Background: an optimization exercise with open tools, aiming at a short achievable clock period and few clock cycles. Do not read the settings as production practice.
The RTL was checked by simulation tests, not by an equivalence proof against the original design.
Power and IR drop assume default switching activity.

alpha:
// mini_mips_test_design
module mini_mips_test_design(
    input clk,
    input reset,
    input [7:0] memdata,
    output memwrite,
    output [7:0] adr,
    output [7:0] writedata
);
Size in the first run: about 4900 cells after synthesis, ~1600 flip-flops, about 27 I/O pins.
==> flow/config.mk <==
export PLATFORM = sky130hd
export DESIGN_NAME = mini_mips_test_design
export DESIGN_NICKNAME = mini_mips_test_design
export VERILOG_FILES = /design/flow/design.v
export SDC_FILE = /design/flow/constraint.sdc
export NUM_CORES = 4
export LEC_CHECK = 0
export ABC_CLOCK_PERIOD_IN_PS = 2000
export CAP_MARGIN = 20
export CELL_PAD_IN_SITES_DETAIL_PLACEMENT = 1
export CELL_PAD_IN_SITES_GLOBAL_PLACEMENT = 1
export CORE_MARGIN = 2
export CORE_UTILIZATION = 33
export PLACE_DENSITY = 0.45
export SETUP_SLACK_MARGIN = 2.6
export SLEW_MARGIN = 20
==> flow/constraint.sdc <==
create_clock -name core_clock -period 5.0 [get_ports {clk}]
set_input_delay 1.0000 -clock core_clock [delete_from_list [all_inputs] [get_ports {clk}]]
set_output_delay 1.0000 -clock core_clock [all_outputs]
set_load 0.01 [all_outputs]
run.sh (not shown) runs the stock make flow with config.mk's settings and CLKGATE_MAP_FILE= SYNTH_SCRIPT=/design/flow/synth_recipe.tcl, a recipe that flattens the netlist after the stock synthesis.
Testbench counts of alpha, summed over its fixed seeds: cycles 24,133.
Edits applied to the flow inputs when going from alpha to gamma:
diff --git a/flow/design.v b/flow/design.v
--- a/flow/design.v
+++ b/flow/design.v
@@ -435,15 +435,14 @@
     reg  [5:0]    pcw1;          
     reg  [EW-1:0] cur;           
     reg  [7:0]    opa, opb;      
     reg  [EW-1:0] nxt;           
     reg           nxt_hit;
     reg  [5:0]    nxt_pc, nxt_pc1;
     reg  [5:0]    la_q;          
-    reg  [NE-1:0] la_oh;         
     reg  [4:0]    mk;            
     reg  [7:0]    adr_q, wdata_q;
     reg           mw_q;
     reg           ldw;           
     reg  [7:1]    mem_dest;
     reg  [5:0]    pf;            
     reg  [5:0]    pf1;           
@@ -524,22 +523,18 @@
     reg  [EW-1:0] entA;
     reg           hitA;
     integer k;
     always @(*) begin
         entA = {EW{1'b0}};
         hitA = 1'b0;
         for (k = 0; k < NE; k = k + 1) begin
-            entA = entA | (cdata[k] & {EW{la_oh[k]}});
-            hitA = hitA | (cvalid[k] & (ctag[k] == addrA[5:IB]) & la_oh[k]);
+            entA = entA | (cdata[k] & {EW{addrA[IB-1:0] == k}});
+            hitA = hitA | (cvalid[k] & (ctag[k] == addrA[5:IB]) & (addrA[IB-1:0] == k));
         end
     end
-    function [NE-1:0] dec_idx(input [IB-1:0] a);
-        integer j;
-        for (j = 0; j < NE; j = j + 1) dec_idx[j] = (a == j);
-    endfunction
     wire [5:0] a_pn  = entA[39:34];
     wire pf_busy = cvalid[pf[IB-1:0]];    
     wire [7:0] sum  = ks_add(opa, opb, 1'b0);
     wire [7:0] diff = ks_add(opa, ~opb, 1'b1);
     wire [7:1] c_dest  = dec_reg(c_destb);
     wire [4:0] c_aluop = {c_alub == 3'd4, c_alub == 3'd3, c_alub == 3'd2, c_alub == 3'd1, c_alub == 3'd0};
     wire [7:0] alu  = ({8{c_aluop[0]}} & sum)
@@ -676,41 +671,35 @@
         end
     end
     wire fwd_a = c_isR & |(c_dest & n_rs);
     wire fwd_b = c_isR & |(c_dest & n_rt);
     wire [7:0] nxt_a = fwd_a ? alu : (ldw & |(mem_dest & n_rs)) ? memdata : rd_reg(n_rs);
     wire [7:0] nxt_b = fwd_b ? alu : (ldw & |(mem_dest & n_rt)) ? memdata : rd_reg(n_rt);
     wire ovl = nxt_hit & ~(c_isLB & |(c_dest & (n_rs | n_rt)));
-    task set_la(input [5:0] v);
-        begin
-            la_q  <= v;
-            la_oh <= dec_idx(v[IB-1:0]);
-        end
-    endtask
     task seq_next(input set_adr);
         begin
             pcw     <= pcw1;
             pcw1    <= pcw2;
             cur[4:0] <= 5'd0;
             nxt     <= entA;
             nxt_hit <= hitA;
             nxt_pc  <= pcw1;
             nxt_pc1 <= pcw2;
             mode    <= hitA ? 5'b00001 : 5'b01000;   
-            set_la(hitA ? a_pn : pcw2);
+            la_q    <= hitA ? a_pn : pcw2;
             if (set_adr) adr_q <= {pcw1, 2'b11};
         end
     endtask
     always @(posedge clk) begin
         if (reset) begin
             st     <= 5'b00001;
             mode   <= 5'b01000;              
             pcw    <= 6'd0;
             pcw1   <= 6'd1;
-            set_la(6'd1);
+            la_q   <= 6'd1;
             adr_q  <= 8'h03;
             mw_q   <= 1'b0;
             ldw    <= 1'b0;
         end else begin
             mw_q <= 1'b0;
             ldw  <= 1'b0;
             if (X) begin
@@ -722,41 +711,41 @@
                     mem_dest <= c_dest;
                     if (~ovl) st <= 5'b10000;
                 end
                 if (mis) begin
                     pcw  <= c_tgt;
                     pcw1 <= tgt1;
                     mode  <= 5'b10000;   
-                    set_la(c_tgt);
+                    la_q  <= c_tgt;
                     adr_q <= {c_tgt, 2'b11};
                 end else begin
                     pcw  <= nxt_pc;
                     pcw1 <= nxt_pc1;
                     if (nxt_hit) begin
                         cur     <= nxt;
                         opa     <= nxt_a;
                         opb     <= nxt_b;
                         nxt     <= entA;
                         nxt_hit <= hitA;
                         nxt_pc  <= addrA;
                         nxt_pc1 <= addrA1;
-                        set_la(a_pn);
+                        la_q    <= a_pn;
                     end else begin
                         mode <= 5'b01000;    
-                        set_la(nxt_pc1);
+                        la_q <= nxt_pc1;
                         if (~c_mem) adr_q <= {nxt_pc, 2'b11};
                     end
                 end
             end else if (RD) begin
                 cur[4:0] <= 5'd0;
                     nxt     <= entA;
                 nxt_hit <= hitA;
                 nxt_pc  <= pcw;
                 nxt_pc1 <= pcw1;
-                set_la(hitA ? a_pn : pcw1);
+                la_q    <= hitA ? a_pn : pcw1;
                 mode    <= hitA ? 5'b00001 : 5'b01000;   
             end else if (DEC) begin
                 mk   <= {op_J, op_BEQ, op_SB, op_LB, op_R};
                 if (op_J) begin
                     st    <= 5'b01000;
                     adr_q <= {pcw, 2'b00};
                 end else if (op_4) begin
@@ -790,15 +779,15 @@
                     st       <= 5'b10000;
                     seq_next(1'b0);
                 end else begin
                     st <= 5'b00001;
                     if (b0_take) begin
                         pcw  <= mk[E_J] ? memdata[5:0] : b0_bt;
                         pcw1 <= mk[E_J] ? b0_jt1 : b0_bt1;
-                        set_la(mk[E_J] ? memdata[5:0] : b0_bt);
+                        la_q <= mk[E_J] ? memdata[5:0] : b0_bt;
                         mode  <= 5'b10000;   
                         adr_q <= {mk[E_J] ? memdata[5:0] : b0_bt, 2'b11};
                     end else begin
                         seq_next(1'b1);
                     end
                 end
             end else if (st[S_MEM]) begin
==> run summary <==
Summary of gamma over alpha: layout overhead on the synthesized area went up, multiplexer share of the synthesized area went up by 0.24 points. Number of clock sinks seen by CTS | gamma below alpha. Of alpha and gamma, the lower leakage power belongs to alpha. gamma against alpha: count of non-filler cells in the finished layout moved down, layout buffer count excluding clock buffers moved up, power moved down, worst-case headroom to the max-slew limit moved down, sequential power share moved up. Side by side, number of flip-flops and latches in the synthesized netlist turned out lower in gamma than in alpha. Portion of the clock cycle consumed by the worst path in the final layout on gamma is down relative to alpha.
Testbench counts of gamma, summed over its fixed seeds: cycles 24,133.

re-timing with driven ports:
The flow's constraints put no driver on any port. The routed layouts listed below were extracted and timed again, unchanged, in two steps.
Step 1 sets driving cells, clkbuf_16 on the clock port and buf_2 on the other inputs (assumed; they add their load-dependent delay and slew).
Step 2 times the ports against the registers' clock, not the clock port: input delays grow and output delays shrink by t, the midpoint of the rising clock arrivals with the driver on.
Slacks: no drivers / after step 1 / after step 2; pairs: no drivers / after step 1.
run | shift t [ns] | setup WS [ns] | hold WS [ns] | latest minus earliest clock arrival (ns)
alpha | 0.923 | 1.914 / 1.914 / 1.219 | 0.420 / 0.420 / 0.420 | 0.055 / 0.055
gamma | 0.916 | 1.976 / 1.976 / 1.441 | 0.418 / 0.418 / 0.418 | 0.061 / 0.062
After both steps setup and hold are still met in every run listed. For alpha, which loses most, drivers alone change the setup slack by 0.000 ns; drivers and shift together by -0.695 ns.
